This design comes from an exercise in tuning for small area, a short achievable clock period and few clock cycles on the open sky130 flow, not from production work. At most, simulation tests tie the RTL to the original design; equivalence was not proved. No functional check of the RTL was part of runs 3 to 5. Power and IR drop assume default switching activity.

`design.v`:
```
package common_pkg;
    localparam logic [3:0] ST_F1  = 4'd0;    
    localparam logic [3:0] ST_F2  = 4'd1;    
    localparam logic [3:0] ST_F3  = 4'd2;    
    localparam logic [3:0] ST_R0  = 4'd3;    
    localparam logic [3:0] ST_XS  = 4'd4;    
    localparam logic [3:0] ST_MLS = 4'd5;    
    localparam logic [3:0] ST_MPP = 4'd6;    
    localparam logic [3:0] ST_CM  = 4'd7;    
    localparam logic [3:0] ST_WR0 = 4'd8;    
endpackage
module carry16 (
    input   logic   [15:0]  i_g,
    input   logic   [15:0]  i_p,
    input   logic           i_cin,
    output  logic   [16:0]  o_c          
);
    logic [15:0] g0, p0, g1, p1, g2, p2, g3, p3, g4, p4;
    assign g0 = {i_g[15:1], i_g[0] | (i_p[0] & i_cin)};
    assign p0 = i_p;
    always_comb begin
        for (int i = 0; i < 16; i++) begin
            if (i[0]) begin g1[i] = g0[i] | (p0[i] & g0[i-1]); p1[i] = p0[i] & p0[i-1]; end
            else      begin g1[i] = g0[i]; p1[i] = p0[i]; end
        end
        for (int i = 0; i < 16; i++) begin
            if (i[1]) begin g2[i] = g1[i] | (p1[i] & g1[{i[3:2], 2'b01}]); p2[i] = p1[i] & p1[{i[3:2], 2'b01}]; end
            else      begin g2[i] = g1[i]; p2[i] = p1[i]; end
        end
        for (int i = 0; i < 16; i++) begin
            if (i[2]) begin g3[i] = g2[i] | (p2[i] & g2[{i[3], 3'b011}]); p3[i] = p2[i] & p2[{i[3], 3'b011}]; end
            else      begin g3[i] = g2[i]; p3[i] = p2[i]; end
        end
        for (int i = 0; i < 16; i++) begin
            if (i[3]) begin g4[i] = g3[i] | (p3[i] & g3[7]); p4[i] = p3[i] & p3[7]; end
            else      begin g4[i] = g3[i]; p4[i] = p3[i]; end
        end
    end
    assign o_c = {g4, i_cin};
endmodule
module ALU (
    input   logic   [15:0]  i_a,
    input   logic   [15:0]  i_b,
    input   logic   [3:0]   i_t,         
    input   logic           i_bpos,      
    input   logic           i_bneg,      
    input   logic           i_cin,       
    input   logic           i_arith,     
    input   logic           i_subdec,    
    input   logic           i_logic,     
    input   logic           i_left,      
    input   logic           i_right,     
    input   logic           i_rol,       
    input   logic           i_msb,       
    input   logic           i_ror,       
    input   logic           i_zero,      
    output  logic   [15:0]  o_res,
    output  logic           o_c,
    output  logic           o_s,
    output  logic           o_z
);
    logic [15:0] bx, lu, g, sh, nsum, k;
    logic [16:0] c;
    always_comb begin
        for (int i = 0; i < 16; i++) begin
            bx[i] = i_b[i] ? i_bpos : i_bneg;
            lu[i] = i_t[{i_a[i], i_b[i]}];
        end
    end
    assign g = i_a & bx;
    assign k = i_a | bx;
    carry16 cy (.i_g(g), .i_p(lu), .i_cin(i_cin), .o_c(c));
    assign sh   = ({16{i_left}}  & {i_a[14:0], i_rol & i_a[15]})
                | ({16{i_right}} & {(i_msb & i_a[15]) | (i_ror & i_a[0]), i_a[15:1]});
    assign nsum = lu | sh;
    assign o_res = (nsum & {16{~i_zero}}) ^ ({16{i_arith & ~i_zero}} & c[15:0]);
    logic zero16, z_arith;
    assign zero16  = (lu[0] == i_cin) && (lu[15:1] == k[14:0]);
    assign z_arith = ~zero16 | (k[15] ^ i_subdec);
    assign o_z = i_arith ? z_arith : (i_logic | (|nsum));
    assign o_c = i_logic | (i_arith & (c[16] ^ i_subdec));
    assign o_s = ~o_res[15];
endmodule
module regsel (
    input   logic   [3:0]   i_f,
    input   logic           i_mem_ok,
    output  logic   [14:0]  o_sel
);
    always_comb begin
        for (int i = 0; i < 15; i++) o_sel[i] = (i_f == i[3:0]);
        o_sel[11] = o_sel[11] & i_mem_ok;
    end
endmodule
module rport (
    input   logic   [14:0]  i_sel,
    input   logic   [15:0]  i_ir1,
    input   logic   [7:0]   i_ir2,
    input   logic   [15:0]  i_iv,
    input   logic   [15:0]  i_ir3,
    input   logic   [3:0]   i_flag,
    input   logic   [15:0]  i_a, i_b, i_c, i_d, i_e, i_f,
    input   logic   [15:0]  i_mem,
    input   logic   [15:0]  i_adr,
    input   logic   [15:0]  i_ip,
    input   logic   [15:0]  i_sp,
    output  logic   [15:0]  o_data
);
    assign o_data = ({16{i_sel[0]}}  & i_ir1)
                  | ({16{i_sel[1]}}  & {8'h00, i_ir2})
                  | ({16{i_sel[2]}}  & i_iv)
                  | ({16{i_sel[3]}}  & i_ir3)
                  | ({16{i_sel[4]}}  & {12'h000, i_flag})
                  | ({16{i_sel[5]}}  & i_a)
                  | ({16{i_sel[6]}}  & i_b)
                  | ({16{i_sel[7]}}  & i_c)
                  | ({16{i_sel[8]}}  & i_d)
                  | ({16{i_sel[9]}}  & i_e)
                  | ({16{i_sel[10]}} & i_f)
                  | ({16{i_sel[11]}} & i_mem)
                  | ({16{i_sel[12]}} & i_adr)
                  | ({16{i_sel[13]}} & i_ip)
                  | ({16{i_sel[14]}} & i_sp);
endmodule
module inc16 (
    input   logic   [15:0]  i_a,
    output  logic   [15:0]  o_s
);
    logic [16:0] c;
    assign c[0] = 1'b1;
    always_comb begin
        for (int i = 0; i < 16; i++) c[i+1] = c[i] & i_a[i];
    end
    assign o_s = i_a ^ c[15:0];
endmodule
module incdec16 (
    input   logic   [15:0]  i_a,
    input   logic           i_dec,
    output  logic   [15:0]  o_s
);
    logic [16:0] c;
    assign c[0] = 1'b1;
    always_comb begin
        for (int i = 0; i < 16; i++) c[i+1] = c[i] & (i_a[i] ^ i_dec);
    end
    assign o_s = i_a ^ c[15:0];
endmodule
import common_pkg::*;
module nlp16af(
    input   logic           i_clk,
    input   logic           i_rst_n,
    output  logic           o_wr,
    output  logic           o_rd,
    input   logic   [15:0]  i_bus,
    output  logic   [15:0]  o_bus,
    output  logic   [15:0]  o_address
);
    logic           rst;
    assign rst = ~i_rst_n;
    logic   [3:0]   state, nstate;
    logic           xq, nxq;             
    logic           nxt, nnxt;           
    logic           mv;                  
    logic           ejd;                 
    logic           cmx, ncmx;           
    logic   [3:0]   nfa, nfb;            
    logic   [14:0]  sel_a, sel_b;        
    logic   [14:0]  nsel_a, nsel_b;
    logic           rd_q, nrd;           
    logic           wr_q, nwr;           
    logic           wrc_q, nwrc;         
    logic   [2:0]   asel, nasel;         
    logic           s_f1, s_f2, s_f3, s_r0, s_xs, s_mls, s_mpp, s_cm, s_wr0;
    assign s_f1  = state == ST_F1;
    assign s_f2  = state == ST_F2;
    assign s_f3  = state == ST_F3;
    assign s_r0  = state == ST_R0;
    assign s_xs  = state == ST_XS;
    assign s_mls = state == ST_MLS;
    assign s_mpp = state == ST_MPP;
    assign s_cm  = state == ST_CM;
    assign s_wr0 = state == ST_WR0;
    logic   [15:0]  ir1;                 
    logic   [7:0]   ir2f;                
    logic   [7:0]   ir2;                 
    logic   [15:0]  ir3, iv, r_a, r_b, r_c, r_d, r_e, r_f, adr, ip, sp;
    logic           fc, fs, fz;          
    logic   [15:0]  mdr;                 
    logic   [3:0]   e_ra1;               
    logic           e_ld;                
    function automatic logic cond_ok(input logic [3:0] cf, input logic c, input logic s, input logic z);
        logic t;
        begin
            case (cf[3:1])
                3'd4:    t = c;
                3'd6:    t = z;
                3'd7:    t = s;
                default: t = 1'b0;
            endcase
            cond_ok = t ^ cf[0];
        end
    endfunction
    logic   [3:0]   opc, ra1;
    logic           is_ld, is_st, is_ldst, is_call, is_pop, is_push, is_alu, ra1_mem, ra1_ip, cnd;
    logic   [5:0]   aluop;
    assign opc     = ir1[15:12];
    assign ra1     = ir1[3:0];
    assign is_ld   = opc == 4'h8;
    assign is_st   = opc == 4'h9;
    assign is_ldst = is_ld | is_st;
    assign is_call = opc == 4'hB;
    assign is_pop  = opc == 4'hC;
    assign is_push = opc == 4'hD;
    assign is_alu  = ~(is_ldst | is_call | is_pop | is_push);
    assign ra1_mem = ra1 == 4'hB;
    assign ra1_ip  = ra1 == 4'hD;
    assign aluop   = (opc[3:2] == 2'b00) ? ir1[13:8] : {2'b00, ir1[11:8]};
    assign cnd     = cond_ok(ir1[7:4], fc, fs, fz);
    logic           is_mov;
    always_comb begin
        case (aluop)
            6'h0A, 6'h09, 6'h1B, 6'h18, 6'h06, 6'h12, 6'h14, 6'h16,
            6'h20, 6'h24, 6'h22, 6'h30, 6'h34, 6'h32: is_mov = 1'b0;
            default:                                 is_mov = 1'b1;
        endcase
    end
    logic           ej;
    assign ej = s_f3 & cnd & is_alu & ra1_ip & is_mov & (ir2f[7:4] == 4'h3);
    logic           b_push, b_pop, b_skip;
    assign b_push = i_bus[15:12] == 4'hD;
    assign b_pop  = i_bus[15:12] == 4'hC;
    assign b_skip = ~xq & ~cond_ok(i_bus[7:4], fc, fs, fz);
    logic           im16_bus, memsrc_bus, memsrc_reg, eof, memsrc;
    logic   [3:0]   w2a, w2b;
    assign im16_bus   = i_bus[15:12] == 4'h3 || i_bus[11:8] == 4'h3;
    assign memsrc_bus = i_bus[15:12] == 4'hB || i_bus[11:8] == 4'hB;
    assign memsrc_reg = ir2f[7:4] == 4'hB || ir2f[3:0] == 4'hB;
    assign eof        = (s_f2 & ~im16_bus) | s_f3;    
    assign memsrc     = s_f2 ? memsrc_bus : memsrc_reg;
    assign w2a        = s_f2 ? i_bus[15:12] : ir2f[7:4];
    assign w2b        = s_f2 ? i_bus[11:8]  : ir2f[3:0];
    logic           x_ra1, x_adr, squash, st_xs;
    assign x_ra1  = xq & ~is_ldst & ~ra1_mem & ~ejd;   
    assign x_adr  = xq & is_ldst;                      
    assign squash = s_f1 & xq & ~is_ldst & ra1_ip & ~ejd;    
    assign st_xs  = is_st & (ra1 == 4'h0 || ra1_ip);   
    localparam logic [2:0] A_IP = 3'b001, A_ADR = 3'b010, A_SP = 3'b100, A_0 = 3'b000;
    always_comb begin
        nstate = ST_F1;
        nxq    = 1'b0;
        ncmx   = 1'b0;
        nnxt   = 1'b0;
        nfa    = ir2f[7:4];
        nfb    = ir2f[3:0];
        case (state)
            ST_F1:          nfa = (xq & is_ldst) ? ra1 : i_bus[3:0];
            ST_F2, ST_F3: begin
                nfa = is_call ? ra1 : w2a;
                nfb = (is_call & is_mov & ~ra1_mem) ? w2a : w2b;
            end
            ST_XS:          nfa = is_ldst ? ra1 : 4'h0;
            ST_MLS:         nfa = ra1;
            default: ;
        endcase
        case (state)
            ST_F1: begin
                if (xq & ~is_ldst & ra1_ip & ~ejd) begin
                    nstate = ST_F1;
                end else if (xq & is_ldst) begin
                    nstate = ST_MLS; nnxt = 1'b1;
                end else if ((b_push | b_pop) & b_skip) begin
                    nstate = ST_F1;
                end else if (b_push | b_pop) begin
                    nstate = ST_MPP;
                end else begin
                    nstate = ST_F2;
                end
            end
            ST_F2, ST_F3: begin
                if (s_f2 & im16_bus)              nstate = ST_F3;
                else if (!cnd)                    nstate = ST_F1;
                else if (is_call) begin
                    nstate = ST_CM;
                    if (is_mov & ~ra1_mem & (w2a != 4'hB)) begin
                        ncmx = 1'b1; nxq = 1'b1;
                    end
                end
                else if (memsrc & ~(is_alu & ra1_mem)) nstate = ST_R0;
                else begin
                    nstate = (st_xs | (is_alu & ra1_mem)) ? ST_XS : ST_F1;
                    nxq = 1'b1;
                end
            end
            ST_R0: begin
                nstate = st_xs ? ST_XS : ST_F1;
                nxq = 1'b1;
            end
            ST_CM: begin
                if (cmx)                          nstate = ST_F1;
                else if (memsrc_reg & ~ra1_mem)   nstate = ST_R0;
                else begin
                    nstate = ra1_mem ? ST_XS : ST_F1;
                    nxq = 1'b1;
                end
            end
            ST_XS:                                nstate = is_ldst ? ST_MLS : ST_WR0;
            ST_MLS: begin
                if (nxt & (is_push | is_pop) & cnd) nstate = ST_MPP;
                else                              nstate = (nxt & ~(is_push | is_pop)) ? ST_F2 : ST_F1;
            end
            default:                              nstate = ST_F1;
        endcase
        nrd  = 1'b0;
        nwr  = 1'b0;
        nwrc = 1'b0;
        case (nstate)
            ST_F1, ST_F2, ST_F3, ST_R0: nrd = 1'b1;
            ST_WR0, ST_CM:              nwr = 1'b1;
            ST_MLS: begin                
                nrd = is_ld & ~ra1_mem;
                nwr = ~(is_ld & ~ra1_mem);
            end
            ST_MPP: begin
                nwrc = 1'b1;
                if (s_f1) begin          
                    nrd = b_pop & (i_bus[3:0] != 4'hB);
                    nwr = b_push | (i_bus[3:0] == 4'hB);
                end else begin           
                    nrd = is_pop & ~ra1_mem;
                    nwr = is_push | ra1_mem;
                end
            end
            default: ;
        endcase
        case (nstate)
            ST_F1, ST_F2, ST_F3:    nasel = A_IP;
            ST_MLS:                 nasel = A_ADR;
            ST_MPP, ST_CM:          nasel = A_SP;
            default:                nasel = A_0;
        endcase
    end
    always_ff @(posedge i_clk) begin
        if (rst) begin
            state <= ST_F1;
            xq    <= 1'b0;
            nxt   <= 1'b0;
            mv    <= 1'b0;
            ejd   <= 1'b0;
            cmx   <= 1'b0;
            sel_a <= 15'h0;
            sel_b <= 15'h0;
            rd_q  <= 1'b1;
            wr_q  <= 1'b0;
            wrc_q <= 1'b0;
            asel  <= A_IP;
        end else begin
            state <= nstate;
            xq    <= nxq;
            nxt   <= nnxt;
            mv    <= s_r0;
            ejd   <= ej;
            cmx   <= ncmx;
            sel_a <= nsel_a;
            sel_b <= nsel_b;
            rd_q  <= nrd;
            wr_q  <= nwr;
            wrc_q <= nwrc;
            asel  <= nasel;
        end
    end
    logic   [15:0]  a, b;
    regsel rsa (.i_f(nfa), .i_mem_ok(s_r0), .o_sel(nsel_a));
    regsel rsb (.i_f(nfb), .i_mem_ok(s_r0), .o_sel(nsel_b));
    rport  rpa (.i_sel(sel_a), .i_ir1(ir1), .i_ir2(ir2), .i_iv(iv), .i_ir3(ir3), .i_flag({fc, fs, 1'b0, fz}),
                .i_a(r_a), .i_b(r_b), .i_c(r_c), .i_d(r_d), .i_e(r_e), .i_f(r_f),
                .i_mem(mdr), .i_adr(adr), .i_ip(ip), .i_sp(sp), .o_data(a));
    rport  rpb (.i_sel(sel_b), .i_ir1(ir1), .i_ir2(ir2), .i_iv(iv), .i_ir3(ir3), .i_flag({fc, fs, 1'b0, fz}),
                .i_a(r_a), .i_b(r_b), .i_c(r_c), .i_d(r_d), .i_e(r_e), .i_f(r_f),
                .i_mem(mdr), .i_adr(adr), .i_ip(ip), .i_sp(sp), .o_data(b));
    logic   [3:0]   t, nt;
    logic           bpos, bneg, cin, arith, subdec, lgc, left, right, rol, sar, ror;
    logic           nbpos, nbneg, ncin, narith, nsubdec, nlgc, nleft, nright, nrol, nsar, nror;
    always_comb begin
        nt = 4'b0000; nbpos = 0; nbneg = 0; ncin = 0; narith = 0; nsubdec = 0; nlgc = 0;
        nleft = 0; nright = 0; nrol = 0; nsar = 0; nror = 0;
        if (nxq) begin
            case (aluop)
                6'h0A: begin nt = 4'b0110; nbpos = 1; narith = 1; end                                
                6'h09: begin nt = 4'b1001; nbneg = 1; ncin = 1; narith = 1; nsubdec = 1; end         
                6'h1B: begin nt = 4'b1100; ncin = 1; narith = 1; end                                 
                6'h18: begin nt = 4'b0011; nbpos = 1; nbneg = 1; narith = 1; nsubdec = 1; end        
                6'h06: begin nt = 4'b1000; nlgc = 1; end                                             
                6'h12: begin nt = 4'b1110; nlgc = 1; end                                             
                6'h14: begin nt = 4'b0011; nlgc = 1; end                                             
                6'h16: begin nt = 4'b0110; nlgc = 1; end                                             
                6'h20, 6'h24: nleft = 1;                                                             
                6'h22: begin nleft = 1; nrol = 1; end                                                
                6'h30: nright = 1;                                                                   
                6'h34: begin nright = 1; nsar = 1; end                                               
                6'h32: begin nright = 1; nror = 1; end                                               
                default: nt = ncmx ? 4'b1010 : 4'b1100;                                              
            endcase
        end
    end
    always_ff @(posedge i_clk) begin
        if (rst) {t, bpos, bneg, cin, arith, subdec, lgc, left, right, rol, sar, ror} <= '0;
        else     {t, bpos, bneg, cin, arith, subdec, lgc, left, right, rol, sar, ror} <=
                 {nt, nbpos, nbneg, ncin, narith, nsubdec, nlgc, nleft, nright, nrol, nsar, nror};
    end
    logic   [15:0]  res;
    logic           c_o, s_o, z_o;
    ALU alu (
        .i_a(a), .i_b(b), .i_t(t), .i_bpos(bpos), .i_bneg(bneg), .i_cin(cin), .i_arith(arith),
        .i_subdec(subdec), .i_logic(lgc), .i_left(left), .i_right(right), .i_rol(rol),
        .i_msb(sar), .i_ror(ror), .i_zero(rst),
        .o_res(res), .o_c(c_o), .o_s(s_o), .o_z(z_o)
    );
    logic   ld_mls, pop_ok;
    assign ld_mls = s_mls & e_ld & (e_ra1 != 4'hB);
    assign pop_ok = s_mpp & is_pop & cnd;
    assign o_rd   = rd_q;
    assign o_wr   = wr_q & (~wrc_q | cnd);
    assign o_bus  = a;
    assign o_address = ({16{asel[0]}} & ip) | ({16{asel[1]}} & adr) | ({16{asel[2]}} & sp);
    logic           ldsel, bsel;
    logic   [15:0]  wd;
    assign ldsel = ld_mls | (pop_ok & ~ra1_mem);
    assign bsel  = (ldsel | s_f2 | s_f3) & ~rst;
    assign wd    = res | (i_bus & {16{bsel}});       
    logic   [3:0]   wdest;
    logic           wen;
    assign wdest = x_adr ? 4'hC : (s_mls ? e_ra1 : ra1);
    assign wen   = x_ra1 | x_adr | ldsel;
    logic   [15:0]  we;
    always_comb begin
        we = 16'h0000;
        if (wen) we[wdest] = 1'b1;
    end
    logic           flag_we, sp_dec, sp_inc, ir1_res;
    assign flag_we = xq & ~is_ldst;
    assign ir1_res = s_xs & ~is_ldst;                  
    assign sp_dec  = (s_f1 & b_push & ~(b_skip) & ~squash & ~(xq & is_ldst)) | (s_mls & nxt & is_push & cnd)
                   | (eof & cnd & is_call);
    assign sp_inc  = s_mpp & ((is_pop & cnd) | (is_push & ~cnd));
    logic   [15:0]  ip_inc, sp_pm;
    inc16    ipi (.i_a(ip), .o_s(ip_inc));
    incdec16 spi (.i_a(sp), .i_dec(~s_mpp), .o_s(sp_pm));    
    always_ff @(posedge i_clk) begin
        mdr <= i_bus;
        if (s_f1 | ir1_res)                     ir1  <= s_f1 ? i_bus : res;
        if (s_f2)                               ir2f <= i_bus[15:8];
        if (rst | we[1] | s_f2)                 ir2  <= wd[7:0];
        if (rst | we[2])                        iv   <= wd;
        if (rst | we[3] | s_f3)                 ir3  <= wd;
        if (rst | we[5])                        r_a  <= wd;
        if (rst | we[6])                        r_b  <= wd;
        if (rst | we[7])                        r_c  <= wd;
        if (rst | we[8])                        r_d  <= wd;
        if (rst | we[9])                        r_e  <= wd;
        if (rst | we[10])                       r_f  <= wd;
        if (rst | we[12])                       adr  <= wd;
        if (rst | we[13] | s_f1 | s_f2 | s_f3)  ip   <= (rst | we[13] | ej) ? wd : ip_inc;
        if (rst | sp_dec | sp_inc)              sp   <= rst ? 16'hEFFF : sp_pm;
        if (rst | flag_we)                      {fc, fs, fz} <= rst ? 3'b000 : {c_o, s_o, z_o};
        if (x_adr)                              {e_ra1, e_ld} <= {ra1, is_ld};
    end
endmodule
```
`flow/run.sh`:
```
#!/bin/bash
# Layout flow: the standard flow, with a faster buffer on each port and timing repair
# aiming at a 4.5 ns period.
set -o pipefail
export BUFFER_PORTS_ARGS="-buffer_cell sky130_fd_sc_hd__buf_4"
export SETUP_SLACK_MARGIN=7.5
bash standard.sh > standard.log 2>&1
```
`standard.sh`:
```
#!/bin/bash
# synth_recipe.tcl (not shown) runs the flow's synth.tcl, then flattens the netlist and writes it again
# the make line also repeats each setting of config.mk as NAME=value (left out here)
make -C /OpenROAD-flow-scripts/flow DESIGN_CONFIG=/design/flow/config.mk WORK_HOME=/design/flow/orfs CLKGATE_MAP_FILE= SYNTH_SCRIPT=/design/flow/synth_recipe.tcl "${@:-finish}"
```
`config.mk`:
```
export PLATFORM = sky130hd
export DESIGN_NAME = nlp16af
export DESIGN_NICKNAME = nlp16af
export VERILOG_FILES = /design/flow/design.v
export SDC_FILE = /design/flow/constraint.sdc
export NUM_CORES = 8
export LEC_CHECK = 0
export CAP_MARGIN = 60
export CORE_MARGIN = 2
export CORE_UTILIZATION = 40
export SLEW_MARGIN = 60
export SYNTH_HIERARCHICAL = 1
```
`constraint.sdc`:
```
create_clock -name core_clock -period 12.0 [get_ports {i_clk}]
set_input_delay 2.4000 -clock core_clock [delete_from_list [all_inputs] [get_ports {i_clk}]]
set_output_delay 2.4000 -clock core_clock [all_outputs]
set_load 0.01 [all_outputs]
```
==> results of run 1 <==
cell type report:
class | count | area, um^2 | share of cell area, %
well taps | 532 | 665.6 | 3.532
clock buffers | 43 | 1011 | 5.364
flip-flops and latches | 290 | 8026 | 42.59
repair buffers | 116 | 869.6 | 4.614
inverters | 59 | 221.5 | 1.175
multi-input cells | 1042 | 7828 | 41.53
clock inverters | 19 | 225.2 | 1.195
stage by stage:
| stage | cell area, um^2 | hold slack, ps | utilization, % |
|---|---|---|---|
| 2_1_floorplan | 16370 | 566.6 | - |
| 3_3_place_gp | 17020 | 680.5 | 41.88 |
| 3_5_place_dp | 17160 | 685.2 | 42.21 |
| 4_1_cts | 18660 | 685.0 | 45.91 |
| 5_1_grt | 18850 | 710.0 | 46.37 |
| 6_report | 18850 | 706.5 | 46.37 |
power groups by stage:
| stage | sequential (mW) | combinational [mW] | clock, mW |
|---|---|---|---|
| floorplan | 1.41 | 0.909 | 0 |
| global placement | 1.60 | 1.27 | 0 |
| detailed placement | 1.59 | 1.32 | 0 |
| CTS | 1.54 | 1.45 | 1.14 |
| global route | 1.57 | 1.59 | 1.18 |
| finish | 1.56 | 1.50 | 1.14 |
per-layer routing:
| layer | track usage [%] | vias up | wire length [um] |
|---|---|---|---|
| met5 | 0 | - | 0 |
| met4 | 15.33 | 0 | 4012 |
| met3 | 5.629 | 205 | 6059 |
| met2 | 43.88 | 891 | 26730 |
| met1 | 35.54 | 6786 | 22740 |
| li1 | - | 5952 | - |
cells by family (layout without fill, tap and decap cells):
| logic type | after synthesis | after routing |
|---|---|---|
| simple gates | 510 | 510 |
| compound gates | 409 | 409 |
| flops | 290 | 290 |
| buf+inv | 156 | 237 |
| mux | 59 | 59 |
| xor+xnor | 42 | 42 |
| fa+ha+maj | 20 | 20 |
| other cells | 1 | 2 |
critical path: stages, from the launching register on:
cell and delay [ps]:
edfxtp_1 480, or4bb_1 540, o22a_2 290, nand3_4 120, o21a_1 140, buf_4 120
modules after synthesis, one instance, submodules excluded:
module | area, um^2 | cells | times used
ALU | 1464 | 193 | 1
rport | 1274 | 159 | 2
inc16 | 187.7 | 16 | 1
nlp16af | 11180 | 801 | 1
incdec16 | 455.4 | 61 | 1
carry16 | 309.0 | 54 | 1
regsel | 113.9 | 22 | 2
placed cells by master, fill, tap and decap left out, types with 19 or more instances in the layout:
cell | Yosys | routed
a21oi_1 | 34 | 32
inv_1 | 56 | 55
clkbuf_16 | 0 | 39
nand4_1 | 29 | 29
a22o_1 | 39 | 39
nor2_1 | 86 | 86
buf_4 | 4 | 105
xnor2_1 | 28 | 28
edfxtp_1 | 216 | 216
dfxtp_2 | 0 | 26
mux2i_1 | 21 | 21
dfxtp_1 | 74 | 41
a222oi_1 | 44 | 44
o21ai_0 | 40 | 29
a21o_1 | 29 | 27
and3_1 | 49 | 49
ha_1 | 19 | 19
nor3_1 | 21 | 20
a22oi_1 | 120 | 120
nand3_1 | 32 | 22
a221oi_2 | 26 | 29
and2_1 | 43 | 43
nand2b_1 | 33 | 33
nand2_1 | 123 | 122
flip-flops by register name (all words and copies together) (netlist names), 15 cells and up:
name	cells
sel_b	15
ip	16
ir1	16
mdr	16
r_f	16
r_d	16
ir3	16
r_e	16
r_a	16
iv	16
adr	16
sel_a	15
r_c	16
sp	16
r_b	16
what timing repair did:
| item | 4_1_cts | 5_1_grt |
|---|---|---|
| pin swaps | 6 | 6 |
| cloned | 0 | 0 |
| resized for setup | 14 | 17 |
| buffers inserted | 27 | 8 |
| endpoints found under the setup margin | 17 | 25 |
worst paths after layout:
kind	from	to	slack (ps)	cells after the start
worst max-delay path	ir1[4]	o_wr	7360	5
worst min-delay path	ir1[12]	rol	710	2
worst max register to register	fc	ip[13]	7680	15
worst min register to register	ir1[12]	rol	710	2
==> impl_metrics.env, run 1 <==
export IMPL_antenna_found_initial=0
export IMPL_async_flop_share_pct=0
export IMPL_rsz0062_at_grt="yes"
export IMPL_dieArea_mm2=0.04256
export IMPL_fin_worst_skew_ps=33.41
export IMPL_fin_crit_sh_pct=38.68
export IMPL_clk_pin_slew_ps=60
export IMPL_path_max_fanout=5
export IMPL_place_gp_congestion=0.9204
export IMPL_grt_pass1_wl_um=86310
export IMPL_drc_errors=0
export IMPL_cts_buffers=34
export IMPL_comb_power_share_pct=35.7
export IMPL_initial_utilization_pct=40.27
export IMPL_antennaDiodeCount=0
export IMPL_yosysUniqueCellTypes=94
export IMPL_synthMuxAreaShare_pct=5.335
export IMPL_h_tree_depth=2
export IMPL_synth_edf_count=216
export IMPL_synthesis_area_mm2=0.01637
export IMPL_die_x_um=206.3
export IMPL_fin_setup_tns_ps=0
export IMPL_placed_cells=2003
export IMPL_setup_viol=0
export IMPL_drv_slew=0
export IMPL_drtIter0Drc=1874
export IMPL_yosys_register_bits=290
export IMPL_instances_no_fill=2101
export IMPL_worstPathRequired_ps=9600
export IMPL_synthFlopType="edfxtp_1"
export IMPL_area_growth_syn_to_layout_pct=15.13
export IMPL_port_buffers=51
export IMPL_clk_latency_ps=550
export IMPL_cts_tree="done"
export IMPL_yosysTopAreaCell="edfxtp_1"
export IMPL_layout_drive_gt1_share_pct=21.16
export IMPL_avgSynthCellArea_um2=11.01
export IMPL_ios=52
export IMPL_grt_max_degree=69
export IMPL_synth_area_top_cells="edfxtp_1 40%, dfxtp_1 9.0%, a22oi_1 5.5%, nand2_1 2.8%, a222oi_1 2.7%"
export IMPL_timing_slew_headroom_pct=61.03
export IMPL_hold_violations=0
export IMPL_cts_root_buffer="clkbuf_16"
export IMPL_synth_top_family_by_area="compound AO/OA/AOI/OAI gates"
export IMPL_p_sw_share_pct=38.38
export IMPL_cp_arrival_ps=2240
export IMPL_seqPwrFrac_pct=37.2
export IMPL_vias=13830
export IMPL_core_rowCount=74
export IMPL_fin_total_pwr_mw=4.199
export IMPL_vdd_drop_max_v=0.0001401
export IMPL_grt_pass1_vias=13230
export IMPL_pre_cts_slack_ps=7415
export IMPL_grt_overflow_total=0
export IMPL_max_cap_violations=0
export IMPL_viasPerCell=6.584
export IMPL_cts_buffer_depth=3
export IMPL_cts_sinks=290
export IMPL_seq_area_frac_synth_pct=48.67
export IMPL_wl_per_cell_um=28.34
export IMPL_min_period_ps=4641
export IMPL_dp_hpwl_um=40590
export IMPL_yosys_area_share_simple_pct=16.80
export IMPL_core_area_mm2=0.04065
export IMPL_status="finished clean"
export IMPL_fin_ws_ps=7359
export IMPL_dr_pass1_iters=6
export IMPL_syn_inst=1487
export IMPL_fillers=3712
export IMPL_synthXorXnorAreaFrac_pct=2.247
export IMPL_totalWireLength_um=59550
export IMPL_min_path_type="flop to flop"
export IMPL_clock_fmax_mhz=215.5
export IMPL_ant_nets=0
export IMPL_critPathKind="flop to primary output"
export IMPL_synth_commonest_cells="216 x edfxtp_1, 123 x nand2_1, 120 x a22oi_1"
export IMPL_yosysTopAreaCellShare_pct=39.62
export IMPL_power_density_mw_per_mm2=222.8
export IMPL_power_switching_mw=1.612
export IMPL_die_h_um=206.3
export IMPL_yosysMostFrequentCell="edfxtp_1"
export IMPL_internal_power_mw=2.587
export IMPL_grt_total_usage_pct=27.73
export IMPL_synth_compound_area_share_pct=20.59
export IMPL_nNetsFinal=1580
export IMPL_hold_buffers=0
export IMPL_worst_pin_slew_ps=584.5
export IMPL_start_kind="flop"
export IMPL_synth_warning_count=12
export IMPL_leakage_nw=7.097
export IMPL_synthAdderAreaFrac_pct=1.513
export IMPL_clock_power_share_pct=27.1
export IMPL_critical_path_endpoint_type="primary output"
Testbench counts, summed over its fixed seeds: cycles 83,608.
==> inputs of run 2 (changes only) <==
==> run.sh (new file) <==
#!/bin/bash
# synth_recipe.tcl (not shown) runs the flow's synth.tcl, then flattens the netlist and writes it again
# the make line also repeats each setting of config.mk as NAME=value (left out here)
make -C /OpenROAD-flow-scripts/flow DESIGN_CONFIG=/design/flow/config.mk WORK_HOME=/design/flow/orfs CLKGATE_MAP_FILE= SYNTH_SCRIPT=/design/flow/synth_recipe.tcl finish
removed: flow/run.sh
removed: standard.sh
==> run 2 against run 1 <==
Against the previous run: sequential power about the same; clock skew down 12 ps; final area down 2.2%; routed wire length down 3.4%; global-route usage down 0.81 points; count of clock-buffer cells in the layout unchanged; sequential share of layout area up 0.89 points; non-clock buffer count down 34; final cell count down 1.8%; register-to-register slack worse by 410 ps; maximum frequency down 13%; total power down 5.3%.
==> impl_metrics.env, run 2 <==
export IMPL_status="finished clean"
export IMPL_yosys_register_bits=290
export IMPL_drc_errors=0
export IMPL_nNetsFinal=1543
export IMPL_path_max_fanout=16
export IMPL_dr_pass1_iters=7
export IMPL_fin_crit_sh_pct=44.20
export IMPL_cts_sinks=290
export IMPL_setup_viol=0
export IMPL_placed_cells=2004
export IMPL_ios=52
export IMPL_syn_inst=1487
export IMPL_min_path_type="flop to flop"
export IMPL_hold_violations=0
export IMPL_r2r_start="sel_a[3]"
export IMPL_worstPathRequired_ps=9600
export IMPL_start_kind="flop"
export IMPL_yosysTopAreaCell="edfxtp_1"
export IMPL_dieArea_mm2=0.04256
export IMPL_die_x_um=206.3
export IMPL_min_period_ps=5304
export IMPL_post_cts_buffers=0
export IMPL_vias=13620
export IMPL_hp_start="ip[7]"
export IMPL_h_tree_depth=1
export IMPL_layout_drive_gt1_share_pct=14.50
export IMPL_dp_hpwl_um=40910
export IMPL_hold_buffers=0
export IMPL_fin_total_pwr_mw=3.977
export IMPL_drtIter0Drc=2200
export IMPL_drv_slew=0
export IMPL_fin_worst_skew_ps=20.93
export IMPL_clk_pin_slew_ps=60
export IMPL_critical_path_endpoint_type="primary output"
export IMPL_worst_pin_slew_ps=596.1
export IMPL_layout_commonest_cell="edfxtp_1"
export IMPL_grt_overflow_total=0
export IMPL_avgSynthCellArea_um2=11.01
export IMPL_synth_area_top_cells="edfxtp_1 40%, dfxtp_1 9.0%, a22oi_1 5.5%, nand2_1 2.8%, a222oi_1 2.7%"
export IMPL_die_h_um=206.3
export IMPL_cp_arrival_ps=2900
export IMPL_place_gp_congestion=0.9734
export IMPL_instances_no_fill=2063
export IMPL_yosysUniqueCellTypes=94
export IMPL_totalWireLength_um=57550
export IMPL_seq_area_frac_synth_pct=48.67
export IMPL_rsz0062_at_grt="no"
export IMPL_cts_tree="done"
export IMPL_port_buffers=51
export IMPL_wl_per_cell_um=27.89
export IMPL_synthFlopType="edfxtp_1"
export IMPL_antennaDiodeCount=0
export IMPL_leakage_nw=6.695
export IMPL_max_stage_delay_ps=620
export IMPL_antenna_found_initial=0
export IMPL_viasPerCell=6.603
export IMPL_crit_path_top_delay_cell="clkdlybuf4s50_1"
export IMPL_ant_nets=0
export IMPL_grt_total_usage_pct=26.92
export IMPL_synth_edf_count=216
export IMPL_grt_pass1_vias=12930
export IMPL_yosysMostFrequentCell="edfxtp_1"
export IMPL_yosysTopAreaCellShare_pct=39.62
export IMPL_cts_root_buffer="clkbuf_16"
export IMPL_power_density_mw_per_mm2=215.8
export IMPL_vdd_drop_max_v=0.0001058
export IMPL_cts_repair_resize_count=0
export IMPL_synth_commonest_cells="216 x edfxtp_1, 123 x nand2_1, 120 x a22oi_1"
export IMPL_clk_latency_ps=580
export IMPL_grt_pass1_wl_um=84870
export IMPL_crit_path_start="sel_a[13]"
export IMPL_cts_buffers=31
export IMPL_synth_warning_count=12
export IMPL_async_flop_share_pct=0
export IMPL_layout_common_cells="216 x edfxtp_1, 122 x nand2_1, 120 x a22oi_1, 86 x nor2_1, 55 x inv_1"
export IMPL_max_cap_violations=0
export IMPL_timing_slew_headroom_pct=60.26
export IMPL_utilization_pct=45.34
export IMPL_synthesis_area_mm2=0.01637
export IMPL_core_area_mm2=0.04065
export IMPL_fin_setup_tns_ps=0
export IMPL_whs_ps=780.6
export IMPL_area_growth_syn_to_layout_pct=12.57
export IMPL_critPathKind="flop to primary output"
export IMPL_initial_utilization_pct=40.27
export IMPL_clock_fmax_mhz=188.5
export IMPL_cts_buffer_depth=3
export IMPL_grt_max_degree=69
export IMPL_core_rowCount=74
export IMPL_cp_cell_sequence="a22o_1 -> a221oi_1 -> nand4_1 -> clkdlybuf4s50_1"
[run 2: modules after synthesis, one instance, submodules excluded, a selection]
module,flip-flops and latches,copies in the design,area [um^2],cells inside
inc16,0,1,187.7,16
ALU,0,1,1464,193
nlp16af,290,1,11180,801
carry16,0,1,309.0,54
incdec16,0,1,455.4,61
rport,0,2,1274,159
[run 2: per-layer routing]
| layer | share of wire [%] | global-route usage, % | routed length, um |
|---|---|---|---|
| met1 | 39 | 35.45 | 22700 |
| met2 | 47 | 44.04 | 27120 |
| met4 | 4.9 | 12.14 | 2797 |
| met5 | 0 | 0 | 0 |
| met3 | 8.6 | 3.769 | 4930 |
[run 2: worst paths after layout]
| path | slack, ps | end | cells past startpoint |
|---|---|---|---|
| max | 6700 | o_bus[4] | 4 |
| min | 780 | ip[7] | 2 |
| max reg2reg | 7270 | ip[15] | 14 |
| min reg2reg | 780 | ip[7] | 2 |
[run 2: power breakdown]
| group | internal, mW | leakage, nW | switching (mW) |
|---|---|---|---|
| clock | 0.596 | 0.519 | 0.403 |
| sequential | 1.30 | 2.82 | 0.280 |
| combinational | 0.533 | 3.36 | 0.864 |
| total | 2.43 | 6.70 | 1.55 |
[run 2: layout make-up]
class / count / area, um^2
clock inverters: 15 / 177.7
inverters: 59 / 221.5
repair buffers: 82 / 740.7
flip-flops and latches: 290 / 8013
multi-input cells: 1042 / 7727
fillers: 3723 / 22220
well taps: 532 / 665.6
clock buffers: 43 / 882.1
[run 2: metrics by stage]
stage,cell area (um^2),worst slack (ps)
floorplan,16370,7438
global placement,17160,6639
detailed placement,17320,6887
CTS,18380,6701
global route,18430,6567
finish,18430,6696
[run 2: logic make-up after synthesis]
| kind of cell | after synthesis | synth area share (%) |
|---|---|---|
| simple gates | 510 | 16.80 |
| compound gates | 409 | 20.59 |
| flops | 290 | 48.67 |
| buf+inv | 156 | 4.815 |
| mux | 59 | 5.335 |
| xor+xnor | 42 | 2.247 |
| fa+ha+maj | 20 | 1.513 |
| other cells | 1 | 0.02291 |
[run 2: critical path: cells and delay by family (launching register included)]
kind	cells	cell delay [ps]
simple gates	1	480
buf+inv	1	620
flops	1	480
compound gates	2	730
==> inputs of run 3 (changes only) <==
--- a/design.v
+++ b/design.v
@@ -216,3 +216,12 @@
     assign aluop   = (opc[3:2] == 2'b00) ? ir1[13:8] : {2'b00, ir1[11:8]};
-    assign cnd     = cond_ok(ir1[7:4], fc, fs, fz);
+    logic           cc_c, cc_z, cc_s, cc_inv;
+    always_ff @(posedge i_clk) begin
+        if (s_f1) begin
+            cc_c   <= i_bus[7:5] == 3'd4;
+            cc_z   <= i_bus[7:5] == 3'd6;
+            cc_s   <= i_bus[7:5] == 3'd7;
+            cc_inv <= i_bus[4];
+        end
+    end
+    assign cnd     = ((cc_c & fc) | (cc_z & fz) | (cc_s & fs)) ^ cc_inv;
     logic           is_mov;
==> flow/run.sh (new file) <==
#!/bin/bash
# Layout flow: the standard flow, with a faster buffer on each port.
set -o pipefail
export BUFFER_PORTS_ARGS="-buffer_cell sky130_fd_sc_hd__buf_4"
bash standard.sh > standard.log 2>&1
==> standard.sh (new file) <==
#!/bin/bash
# synth_recipe.tcl (not shown) runs the flow's synth.tcl, then flattens the netlist and writes it again
# the make line also repeats each setting of config.mk as NAME=value (left out here)
make -C /OpenROAD-flow-scripts/flow DESIGN_CONFIG=/design/flow/config.mk WORK_HOME=/design/flow/orfs CLKGATE_MAP_FILE= SYNTH_SCRIPT=/design/flow/synth_recipe.tcl "${@:-finish}"
removed: run.sh
==> run 3 against run 2 <==
Against the previous run: highest routed layer unchanged; combinational power is 37% lower; non-clock buffer count is 13 higher; routed wire length is 9.8% higher; final area is 0.16% lower; final cell count is 0.58% higher; critical path type unchanged; largest cell class unchanged; core utilization is 0.071 points lower; first-iteration DRC count is 0.73% lower; global-route usage is 2.7 points higher.
==> impl_metrics.env, run 3 <==
export IMPL_die_x_um=206.6
export IMPL_clk_latency_ps=530
export IMPL_cts_buffer_depth=3
export IMPL_ant_nets=0
export IMPL_area_growth_syn_to_layout_pct=12.02
export IMPL_synthFlopType="edfxtp_1"
export IMPL_cts_repair_resize_count=0
export IMPL_vdd_drop_max_v=0.0001405
export IMPL_dieArea_mm2=0.04270
export IMPL_yosysTopAreaCell="edfxtp_1"
export IMPL_layout_drive_gt1_share_pct=16.66
export IMPL_antennaDiodeCount=0
export IMPL_setup_viol=0
export IMPL_synth_area_top_cells="edfxtp_1 40%, dfxtp_1 9.0%, a22oi_1 5.6%, nand2_1 2.9%, a222oi_1 2.5%"
export IMPL_layout_common_cells="220 x edfxtp_1, 124 x nand2_1, 123 x a22oi_1, 87 x nor2_1, 86 x buf_4"
export IMPL_min_path_type="flop to flop"
export IMPL_synthXorXnorAreaFrac_pct=2.240
export IMPL_yosysUniqueCellTypes=92
export IMPL_yosys_register_bits=294
export IMPL_r2r_cells=16
export IMPL_wl_per_cell_um=30.45
export IMPL_yosysMostFrequentCell="edfxtp_1"
export IMPL_synth_commonest_cells="220 x edfxtp_1, 125 x nand2_1, 123 x a22oi_1"
export IMPL_crit_path_start="sel_a[2]"
export IMPL_initial_utilization_pct=40.41
export IMPL_min_period_ps=4870
export IMPL_design_area_mm2=0.01840
export IMPL_power_density_mw_per_mm2=179.7
export IMPL_r2r_start="ip[0]"
export IMPL_cts_tree="done"
export IMPL_rsz0062_at_grt="no"
export IMPL_synth_top_family_by_area="compound AO/OA/AOI/OAI gates"
export IMPL_drv_slew=0
export IMPL_cts_root_buffer="clkbuf_16"
export IMPL_hold_violations=0
export IMPL_synth_warning_count=12
export IMPL_synth_edf_count=220
export IMPL_avgSynthCellArea_um2=11.08
export IMPL_clk_pin_slew_ps=60
export IMPL_worstPathRequired_ps=9600
export IMPL_r2r_end="ip[15]"
export IMPL_fin_worst_skew_ps=23.53
export IMPL_nNetsFinal=1558
export IMPL_hold_buffers=0
export IMPL_synthMuxAreaShare_pct=5.317
export IMPL_fin_crit_sh_pct=40.58
export IMPL_port_buffers=51
export IMPL_clock_fmax_mhz=205.3
export IMPL_synth_compound_area_share_pct=20.25
export IMPL_place_gp_congestion=0.9603
export IMPL_timing_slew_headroom_pct=55.77
export IMPL_dr_pass1_iters=14
export IMPL_vias=13960
export IMPL_r2r_setup_slack_ps=7580
export IMPL_grt_total_usage_pct=29.57
export IMPL_h_tree_depth=2
export IMPL_core_rowCount=74
export IMPL_layout_commonest_cell="edfxtp_1"
export IMPL_whs_ps=754.4
export IMPL_syn_inst=1483
export IMPL_critPathKind="flop to primary output"
export IMPL_dp_hpwl_um=40810
export IMPL_worst_pin_slew_ps=663.4
export IMPL_viasPerCell=6.727
export IMPL_grt_overflow_total=0
export IMPL_whs_endpoint="fc"
export IMPL_start_kind="flop"
export IMPL_synthesis_area_mm2=0.01642
export IMPL_seq_area_frac_synth_pct=49.24
export IMPL_yosysTopAreaCellShare_pct=40.22
export IMPL_core_area_mm2=0.04065
export IMPL_hp_start="lgc"
export IMPL_totalWireLength_um=63180
export IMPL_critical_path_endpoint_type="primary output"
export IMPL_yosys_area_share_simple_pct=16.75
export IMPL_cts_sinks=294
export IMPL_post_cts_buffers=0
export IMPL_leakage_nw=6.820
export IMPL_ios=52
export IMPL_drc_errors=0
export IMPL_cts_buffers=34
export IMPL_antenna_found_initial=0
export IMPL_path_max_fanout=16
export IMPL_min_path_cells=2
export IMPL_grt_pass1_wl_um=90450
export IMPL_drtIter0Drc=2184
export IMPL_fin_total_pwr_mw=3.306
export IMPL_status="finished clean"
export IMPL_max_cap_violations=0
export IMPL_cp_arrival_ps=2470
export IMPL_die_h_um=206.6
export IMPL_fin_setup_tns_ps=0
export IMPL_synthAdderAreaFrac_pct=1.585
export IMPL_grt_pass1_vias=13370
export IMPL_async_flop_share_pct=0
export IMPL_grt_max_degree=67
export IMPL_dpl_cell_area_mm2=0.01730
-- run 3: cell type report --
type	instances	area, um^2
tap	532	665.6
inverter	54	215.2
multi-input combinational	1041	7626
clock inverter	9	97.59
sequential	294	8124
timing repair buffer	95	698.2
fill	3763	22250
clock buffer	50	972.2
-- run 3: logic make-up (layout without fill, tap and decap cells) --
group | Yosys count | in the layout
other cells | 1 | 2
fa+ha+maj | 21 | 21
flops | 294 | 294
simple gates | 510 | 510
buf+inv | 149 | 208
xor+xnor | 42 | 42
compound gates | 407 | 407
mux | 59 | 59
-- run 3: Yosys stat by module, one instance, submodules excluded --
module | times used | cells inside | cell area, um^2
ALU | 1 | 193 | 1464
carry16 | 1 | 54 | 309.0
inc16 | 1 | 16 | 187.7
incdec16 | 1 | 61 | 455.4
nlp16af | 1 | 797 | 11230
regsel | 2 | 22 | 113.9
rport | 2 | 159 | 1274
-- run 3: metrics by stage --
stage | worst slack [ps] | util, % | cells
final | 7130 | 45.27 | 2075
after global routing | 7093 | 45.27 | 2075
after CTS | 7209 | 45.20 | 2073
after detailed placement | 7618 | 42.57 | 2014
after global placement | 7351 | 42.30 | 2005
after floorplan | 7933 | - | 1484
-- run 3: power breakdown --
| part | switching (mW) | internal, mW | leakage (nW) | total, mW |
|---|---|---|---|---|
| Clock | 0.428 | 0.587 | 0.527 | 1.02 |
| Sequential | 0.171 | 1.24 | 2.86 | 1.41 |
| Combinational | 0.563 | 0.318 | 3.44 | 0.881 |
| Total | 1.16 | 2.14 | 6.82 | 3.31 |
-- run 3: worst max-delay path, stage by stage, from the launching register on --
cell and delay, ps:
dfxtp_2 520, a222oi_1 430, and3_1 200, nand4_1 450, buf_4 340
-- run 3: worst max-delay path by stage --
stage               endpoint  cells past startpoint
floorplan              sp[0]                      6
global placement      sp[12]                      7
detailed placement    sp[14]                      7
CTS                 o_bus[1]                      4
global route        o_bus[8]                      4
finish              o_bus[1]                      4
-- run 3: routing by layer --
metal  wire, um  vias up  track usage, %  share of wire [%]
met5          0        -               0                  0
li1           -     5888               -                  -
met3       7875      255           6.546                 12
met1      23160     6713           38.25                 37
met4       4277        0           17.35                6.8
met2      27870     1102           45.60                 44
==> inputs of run 4 (changes only) <==
==> flow/run.sh (replaced) <==
#!/bin/bash
# Layout flow: the standard flow, with a faster buffer on each port and timing repair
# aiming at a 4 ns period.
set -o pipefail
export BUFFER_PORTS_ARGS="-buffer_cell sky130_fd_sc_hd__buf_4"
export SETUP_SLACK_MARGIN=8
bash standard.sh > standard.log 2>&1
==> run 4 against run 3 <==
Against the previous run: via count is 4.9% higher; first-iteration DRC count up 8.6%; clock skew is 2.0 ps higher; worst setup slack gained 480 ps; clock power rose by 7%; sequential share of layout area is 4.1 points lower; maximum frequency is 11% higher; total power rose by 9.0%; largest power group unchanged; non-clock buffer count up 130; final cell count increased by 6.6%; sequential power hardly changed; count of clock-buffer cells in the layout down 2.
==> impl_metrics.env, run 4 <==
export IMPL_status="finished clean"
export IMPL_syn_inst=1483
export IMPL_setup_viol=0
export IMPL_fin_setup_tns_ps=0
export IMPL_synth_warning_count=12
export IMPL_r2r_start="ip[0]"
export IMPL_drc_errors=0
export IMPL_vias=14640
export IMPL_max_cap_violations=0
export IMPL_core_area_mm2=0.04065
export IMPL_antenna_found_initial=0
export IMPL_power_density_mw_per_mm2=177.0
export IMPL_hold_violations=0
export IMPL_grt_pass1_vias=13780
export IMPL_grt_overflow_total=0
export IMPL_dieArea_mm2=0.04270
export IMPL_synthesis_area_mm2=0.01642
export IMPL_r2r_cells=18
export IMPL_r2r_setup_slack_ps=7920
export IMPL_synth_edf_count=220
export IMPL_vdd_drop_max_v=0.0001057
export IMPL_cp_arrival_ps=1990
export IMPL_timing_slew_headroom_pct=56.97
export IMPL_cts_root_buffer="clkbuf_16"
export IMPL_grt_pass1_wl_um=93150
export IMPL_async_flop_share_pct=0
export IMPL_seq_area_frac_synth_pct=49.24
export IMPL_ios=52
export IMPL_start_kind="flop"
export IMPL_antennaDiodeCount=0
export IMPL_place_gp_congestion=0.9757
export IMPL_die_h_um=206.6
export IMPL_grt_total_usage_pct=30.40
export IMPL_worstPathRequired_ps=9600
export IMPL_h_tree_depth=2
export IMPL_grt_max_degree=67
export IMPL_clock_fmax_mhz=227.8
export IMPL_yosysTopAreaCellShare_pct=40.22
export IMPL_dp_hpwl_um=40400
export IMPL_cts_sinks=294
export IMPL_clk_latency_ps=530
export IMPL_clk_pin_slew_ps=60
export IMPL_r2r_end="ip[15]"
export IMPL_hold_buffers=0
export IMPL_cts_buffers=35
export IMPL_fin_total_pwr_mw=3.603
export IMPL_port_buffers=51
export IMPL_drtIter0Drc=2371
export IMPL_cts_tree="done"
export IMPL_ant_nets=0
export IMPL_die_x_um=206.6
export IMPL_viasPerCell=6.616
export IMPL_path_max_fanout=8
export IMPL_yosysUniqueCellTypes=92
export IMPL_min_path_type="flop to flop"
export IMPL_fin_worst_skew_ps=25.53
export IMPL_layout_drive_gt1_share_pct=28.27
export IMPL_drv_slew=0
export IMPL_layout_common_cells="220 x edfxtp_1, 147 x buf_4, 121 x nand2_1, 118 x a22oi_1, 82 x nor2_1"
export IMPL_cts_buffer_depth=3
export IMPL_critPathKind="flop to primary output"
export IMPL_fin_crit_sh_pct=36.59
export IMPL_min_period_ps=4391
export IMPL_avgSynthCellArea_um2=11.08
export IMPL_yosysTopAreaCell="edfxtp_1"
export IMPL_crit_path_start="sel_a[1]"
export IMPL_whs_ps=758.4
export IMPL_core_rowCount=74
export IMPL_critical_path_endpoint_type="primary output"
export IMPL_dr_pass1_iters=9
export IMPL_leakage_nw=7.690
export IMPL_synthFlopType="edfxtp_1"
export IMPL_synth_commonest_cells="220 x edfxtp_1, 125 x nand2_1, 123 x a22oi_1"
export IMPL_layout_commonest_cell="edfxtp_1"
export IMPL_utilization_pct=50.06
export IMPL_synth_area_top_cells="edfxtp_1 40%, dfxtp_1 9.0%, a22oi_1 5.6%, nand2_1 2.9%, a222oi_1 2.5%"
export IMPL_worst_pin_slew_ps=645.5
export IMPL_totalWireLength_um=66070
export IMPL_rsz0062_at_grt="yes"
export IMPL_wl_per_cell_um=29.87
export IMPL_area_growth_syn_to_layout_pct=23.90
export IMPL_yosys_register_bits=294
export IMPL_nNetsFinal=1691
export IMPL_yosysMostFrequentCell="edfxtp_1"
export IMPL_initial_utilization_pct=40.41
export IMPL_crit_end="o_bus[3]"
==> run 4: cell counts after synthesis <==
Identical to the previous run, type by type.
==> run 4: layer usage <==
| metal | global-route usage (%) | part of all wire, % |
|---|---|---|
| met5 | 0 | 0 |
| met4 | 19.29 | 8.1 |
| met3 | 7.253 | 13 |
| met2 | 45.84 | 43 |
| met1 | 39.30 | 36 |
==> run 4: where the power goes <==
| part | internal (mW) | switching [mW] |
|---|---|---|
| logic | 0.474 | 0.658 |
| clock network | 0.659 | 0.435 |
| registers | 1.24 | 0.138 |
==> run 4: worst min-delay path by stage <==
stage	startpoint	end	slack [ps]	depth (start not counted)
CTS	lgc	fc	740	2
global route	ir1[0]	e_ra1[0]	770	0
global placement	lgc	fc	720	2
floorplan	ir1[1]	e_ra1[1]	540	0
finish	lgc	fc	760	2
detailed placement	lgc	fc	730	2
==> run 4: area by class of cell <==
type | instances | area, um^2
clock buffer | 48 | 1008
clock inverter | 16 | 177.7
fill | 3557 | 20300
inverter | 54 | 215.2
multi-input combinational | 1043 | 8094
sequential | 294 | 8158
tap | 532 | 665.6
timing repair buffer | 225 | 2031
==> run 4: Yosys stat by module, one instance, submodules excluded <==
module,copies in the design,cell area (um^2),cells inside,flops+latches
inc16,1,187.7,16,0
regsel,2,113.9,22,0
ALU,1,1464,193,0
rport,2,1274,159,0
incdec16,1,455.4,61,0
carry16,1,309.0,54,0
nlp16af,1,11230,797,294
==> run 4: critical path, stage by stage, from the launching register on <==
cell,delay [ps]
dfxtp_1,660
a22oi_1,180
and3_1,220
nand4_1,220
buf_4,180
==> run 4: logic make-up after synthesis <==
kind of cell             count (synthesis)  share of synthesized area, %
multiplexers                            59                         5.317
other                                    1                       0.02283
flip-flops                             294                         49.24
adder cells (fa/ha/maj)                 21                         1.585
AND/OR/NAND/NOR                        510                         16.75
XOR/XNOR                                42                         2.240
AO/OA/AOI/OAI                          407                         20.25
buffers and inverters                  149                         4.594
==> run 4: repair_timing <==
| item | 4_1_cts | 5_1_grt |
|---|---|---|
| setup buffers | 89 | 37 |
| pin swaps | 46 | 42 |
| gates resized for setup | 120 | 80 |
| gates cloned | 2 | 3 |
| endpoints found under the setup margin | 48 | 137 |
==> run 4: per-stage QoR <==
stage | worst slack, ps | area [um^2] | cells
CTS | 7614 | 19680 | 2171
floorplan | 8077 | 16430 | 1484
global route | 7569 | 20350 | 2212
finish | 7609 | 20350 | 2212
global placement | 7509 | 17180 | 2003
detailed placement | 7502 | 17310 | 2016
==> inputs of run 5 (changes only) <==
--- a/design.v
+++ b/design.v
@@ -146,2 +146,38 @@
 endmodule
+module rport_p (
+    input   logic   [14:0]  i_sel,
+    input   logic   [15:0]  i_ir1,
+    input   logic   [7:0]   i_ir2,
+    input   logic   [15:0]  i_iv,
+    input   logic   [15:0]  i_ir3,
+    input   logic   [3:0]   i_flag,
+    input   logic   [15:0]  i_a, i_b, i_c, i_d, i_e, i_f,
+    input   logic   [15:0]  i_mem,
+    input   logic   [15:0]  i_adr,
+    input   logic   [15:0]  i_ip,
+    input   logic   [15:0]  i_sp,
+    output  logic   [15:0]  o_n0, o_n1, o_n2, o_n3
+);
+    assign o_n0 = ~(({16{i_sel[0]}}  & i_ir1)
+                  | ({16{i_sel[1]}}  & {8'h00, i_ir2})
+                  | ({16{i_sel[2]}}  & i_iv)
+                  | ({16{i_sel[3]}}  & i_ir3));
+    assign o_n1 = ~(({16{i_sel[4]}}  & {12'h000, i_flag})
+                  | ({16{i_sel[5]}}  & i_a)
+                  | ({16{i_sel[6]}}  & i_b)
+                  | ({16{i_sel[7]}}  & i_c));
+    assign o_n2 = ~(({16{i_sel[8]}}  & i_d)
+                  | ({16{i_sel[9]}}  & i_e)
+                  | ({16{i_sel[10]}} & i_f)
+                  | ({16{i_sel[11]}} & i_mem));
+    assign o_n3 = ~(({16{i_sel[12]}} & i_adr)
+                  | ({16{i_sel[13]}} & i_ip)
+                  | ({16{i_sel[14]}} & i_sp));
+endmodule
+module rport_f (
+    input   logic   [15:0]  i_n0, i_n1, i_n2, i_n3,
+    output  logic   [15:0]  o_data
+);
+    assign o_data = ~(i_n0 & i_n1 & i_n2 & i_n3);
+endmodule
 import common_pkg::*;
@@ -381,5 +417,8 @@
     regsel rsb (.i_f(nfb), .i_mem_ok(s_r0), .o_sel(nsel_b));
-    rport  rpa (.i_sel(sel_a), .i_ir1(ir1), .i_ir2(ir2), .i_iv(iv), .i_ir3(ir3), .i_flag({fc, fs, 1'b0, fz}),
+    logic   [15:0]  pa0, pa1, pa2, pa3, a_bus;
+    rport_p rpa (.i_sel(sel_a), .i_ir1(ir1), .i_ir2(ir2), .i_iv(iv), .i_ir3(ir3), .i_flag({fc, fs, 1'b0, fz}),
                 .i_a(r_a), .i_b(r_b), .i_c(r_c), .i_d(r_d), .i_e(r_e), .i_f(r_f),
-                .i_mem(mdr), .i_adr(adr), .i_ip(ip), .i_sp(sp), .o_data(a));
+                .i_mem(mdr), .i_adr(adr), .i_ip(ip), .i_sp(sp), .o_n0(pa0), .o_n1(pa1), .o_n2(pa2), .o_n3(pa3));
+    rport_f rfa (.i_n0(pa0), .i_n1(pa1), .i_n2(pa2), .i_n3(pa3), .o_data(a));
+    rport_f rfo (.i_n0(pa0), .i_n1(pa1), .i_n2(pa2), .i_n3(pa3), .o_data(a_bus));
     rport  rpb (.i_sel(sel_b), .i_ir1(ir1), .i_ir2(ir2), .i_iv(iv), .i_ir3(ir3), .i_flag({fc, fs, 1'b0, fz}),
@@ -430,3 +469,3 @@
     assign o_wr   = wr_q & (~wrc_q | cnd);
-    assign o_bus  = a;
+    assign o_bus  = a_bus;
     assign o_address = ({16{asel[0]}} & ip) | ({16{asel[1]}} & adr) | ({16{asel[2]}} & sp);
==> flow/run.sh (replaced) <==
#!/bin/bash
# Layout flow: the standard flow, with a faster buffer on each port and timing repair
# aiming at a 5 ns period.
set -o pipefail
export BUFFER_PORTS_ARGS="-buffer_cell sky130_fd_sc_hd__buf_4"
export SETUP_SLACK_MARGIN=7
bash standard.sh > standard.log 2>&1
==> run 5 against run 4 <==
Against the previous run: global-route usage fell by 0.79 points; worst setup slack got worse by 450 ps; final area fell by 9.8%; count of clock-buffer cells in the layout fell by 2; critical endpoint is now o_wr.
==> impl_metrics.env, run 5 <==
export IMPL_seq_area_frac_synth_pct=49.20
export IMPL_r2r_end="ip[15]"
export IMPL_cp_arrival_ps=2440
export IMPL_multi_input_area_mm2=0.007647
export IMPL_hold_buffers=0
export IMPL_synthesis_area_mm2=0.01644
export IMPL_core_area_mm2=0.04074
export IMPL_cts_buffer_depth=3
export IMPL_fin_crit_sh_pct=40.31
export IMPL_place_gp_congestion=0.9504
export IMPL_hold_violations=0
export IMPL_synthAdderAreaFrac_pct=1.583
export IMPL_ant_nets=0
export IMPL_grt_total_usage_pct=29.61
export IMPL_drc_errors=0
export IMPL_antenna_found_initial=0
export IMPL_synth_compound_area_share_pct=20.27
export IMPL_synth_warning_count=12
export IMPL_whs_endpoint="fc"
export IMPL_initial_utilization_pct=40.35
export IMPL_layout_drive_gt1_share_pct=16.96
export IMPL_dieArea_mm2=0.04273
export IMPL_min_path_type="flop to flop"
export IMPL_cts_tree="done"
export IMPL_grt_pass1_vias=13270
export IMPL_timing_slew_headroom_pct=52.56
export IMPL_totalWireLength_um=64080
export IMPL_start_kind="flop"
export IMPL_setup_viol=0
export IMPL_yosysTopAreaCell="edfxtp_1"
export IMPL_utilization_pct=45.05
export IMPL_max_cap_violations=0
export IMPL_vias=14010
export IMPL_worst_pin_slew_ps=711.7
export IMPL_synthXorXnorAreaFrac_pct=2.238
export IMPL_clock_fmax_mhz=206.7
export IMPL_critPathKind="flop to primary output"
export IMPL_critical_path_endpoint_type="primary output"
export IMPL_drtIter0Drc=2656
export IMPL_r2r_start="sel_a[8]"
export IMPL_fin_worst_skew_ps=9.117
export IMPL_leakage_nw=6.892
export IMPL_dp_hpwl_um=41430
export IMPL_post_cts_buffers=0
export IMPL_hp_start="lgc"
export IMPL_fillers=3765
export IMPL_vdd_drop_max_v=0.0001181
export IMPL_port_buffers=51
export IMPL_yosys_register_bits=294
export IMPL_clk_latency_ps=580
export IMPL_regArea_mm2=0.008122
export IMPL_cts_buffers=31
export IMPL_die_x_um=206.7
export IMPL_layout_common_cells="220 x edfxtp_1, 124 x nand2_1, 87 x nor2_1, 87 x buf_4, 65 x a222oi_1"
export IMPL_yosysUniqueCellTypes=94
export IMPL_r2r_setup_slack_ps=7370
export IMPL_viasPerCell=6.779
export IMPL_layout_commonest_cell="edfxtp_1"
export IMPL_avgSynthCellArea_um2=11.19
export IMPL_r2r_cells=14
export IMPL_power_density_mw_per_mm2=176.2
export IMPL_status="finished clean"
export IMPL_yosys_area_share_simple_pct=16.80
export IMPL_synth_area_top_cells="edfxtp_1 40%, dfxtp_1 9.0%, a222oi_1 4.0%, a22oi_1 2.9%, nand2_1 2.9%"
export IMPL_synth_edf_count=220
export IMPL_synthFlopType="edfxtp_1"
export IMPL_async_flop_share_pct=0
export IMPL_dr_pass1_iters=13
export IMPL_nNetsFinal=1547
export IMPL_min_period_ps=4838
export IMPL_clk_pin_slew_ps=60
export IMPL_core_rowCount=74
export IMPL_rsz0062_at_grt="no"
export IMPL_ios=52
export IMPL_path_max_fanout=4
export IMPL_yosysMostFrequentCell="edfxtp_1"
export IMPL_die_h_um=206.7
export IMPL_cts_root_buffer="clkbuf_16"
export IMPL_area_growth_syn_to_layout_pct=11.65
export IMPL_grt_pass1_wl_um=90560
export IMPL_drv_slew=0
export IMPL_yosysTopAreaCellShare_pct=40.19
export IMPL_wl_per_cell_um=31.02
export IMPL_worstPathRequired_ps=9600
export IMPL_h_tree_depth=1
export IMPL_synth_commonest_cells="220 x edfxtp_1, 125 x nand2_1, 87 x nor2_1"
export IMPL_min_path_cells=2
export IMPL_grt_overflow_total=0
export IMPL_synth_top_family_by_area="compound AO/OA/AOI/OAI gates"
export IMPL_grt_max_degree=67
export IMPL_cts_sinks=294
export IMPL_synthMuxAreaShare_pct=5.313
export IMPL_syn_inst=1469
export IMPL_cts_repair_resize_count=0
export IMPL_fin_setup_tns_ps=0
[run 5: cell count changes after synthesis, sizes merged]
cell	before	now
a22oi	123	63
a222oi	41	65
nand4	29	53
and3	47	31
a221oi	46	58
a22o	37	49
nand3	40	32
clkbuf	45	43
[run 5: metal layers]
metal	up-vias	wire length [um]	global-route usage, %
met3	233	8924	6.829
li1	5914	-	-
met5	-	0	0
met1	6719	23600	39.90
met4	0	3801	14.16
met2	1139	27760	45.19
[run 5: logic make-up (layout without fill, tap and decap cells)]
logic type      after synthesis  count (layout)
flops                       294             294
compound gates              395             395
simple gates                510             510
other cells                   1               3
mux                          59              59
fa+ha+maj                    21              21
xor+xnor                     42              42
buf+inv                     147             210
[run 5: Yosys stat by module, one instance, submodules excluded]
module | cell area (um^2) | times used
carry16 | 309.0 | 1
ALU | 1464 | 1
rport | 1274 | 1
regsel | 113.9 | 2
incdec16 | 455.4 | 1
nlp16af | 11230 | 1
rport_p | 1087 | 1
rport_f | 100.1 | 2
inc16 | 187.7 | 1
[run 5: report_power, final]
group	internal [mW]	total [mW]	switching [mW]	leakage, nW
sequential	1.24	1.41	0.167	2.86
clock	0.532	0.926	0.394	0.477
combinational	0.325	0.902	0.577	3.56
total	2.10	3.23	1.14	6.89
[run 5: worst max-delay path by stage]
stage          cells past startpoint     start     to  slack (ps)
2_1_floorplan                      6  i_bus[5]  sp[0]        7930
3_3_place_gp                       6   i_rst_n  ip[7]        6480
3_5_place_dp                       6   i_rst_n  ip[7]        7130
4_1_cts                            5        fc   o_wr        7150
5_1_grt                            5        fc   o_wr        7070
6_report                           5        fc   o_wr        7160
[run 5: metrics by stage]
stage                     power, mW  cell area, um^2  setup WS [ps]  hold WS [ps]  cells
after CTS                     3.206            18320           7153         746.4   2064
after global routing          3.333            18350           7075         777.2   2065
final                         3.233            18350           7163         747.1   2066
after floorplan               1.890            16440           7933         537.5   1470
after global placement        2.273            17230           6476         713.9   1996
after detailed placement      2.292            17350           7134         700.1   2007
[run 5: critical path, cell delays in order, from the launching register on]
cell and delay [ps]:
edfxtp_1 530, a222oi_1 370, buf_1 220, xor2_1 360, a21boi_0 200, buf_4 180
[run 5: area by class of cell]
class | count | area share (%)
multi-input combinational | 1029 | 41.67
antenna | 1 | 0.01363
tap | 532 | 3.627
inverter | 54 | 1.179
timing repair buffer | 99 | 3.933
clock inverter | 11 | 0.4704
clock buffer | 46 | 4.861
sequential | 294 | 44.25

==> afterwards: timing with drivers on the ports <==
No port has a modelled driver above. Below, the same layouts with a new extraction and two added sets of constraints.
Step 1 (the two cells are an assumption about what drives the block):
set clk [get_ports {i_clk}]
set_driving_cell -lib_cell sky130_fd_sc_hd__clkbuf_16 $clk
set_driving_cell -lib_cell sky130_fd_sc_hd__buf_2 [delete_from_list [all_inputs] $clk]
Step 2 adds t to the input delays and takes it off the output delays; t is the mean of the earliest and latest rising clock arrival at the registers after step 1. Input paths then give back, and output paths get back, about the clock's delay inside the block.
Three values: ideal ports, drivers, drivers and shift; two values: the first two.
| run | shift t [ns] | slack for setup (ns) | worst setup path after step 2 | pins driven straight from the clock port |
|---|---|---|---|---|
| run 1 | 0.588 | 7.359 / 7.304 / 7.288 | input to register | 1 |
| run 2 | 0.625 | 6.696 / 6.645 / 6.855 | input to register | 1 |
| run 3 | 0.572 | 7.130 / 7.078 / 7.545 | input to register | 1 |
| run 4 | 0.573 | 7.609 / 7.552 / 7.435 | input to register | 1 |
| run 5 | 0.627 | 7.163 / 7.109 / 6.989 | input to register | 1 |
After both steps every run listed still meets setup and hold.
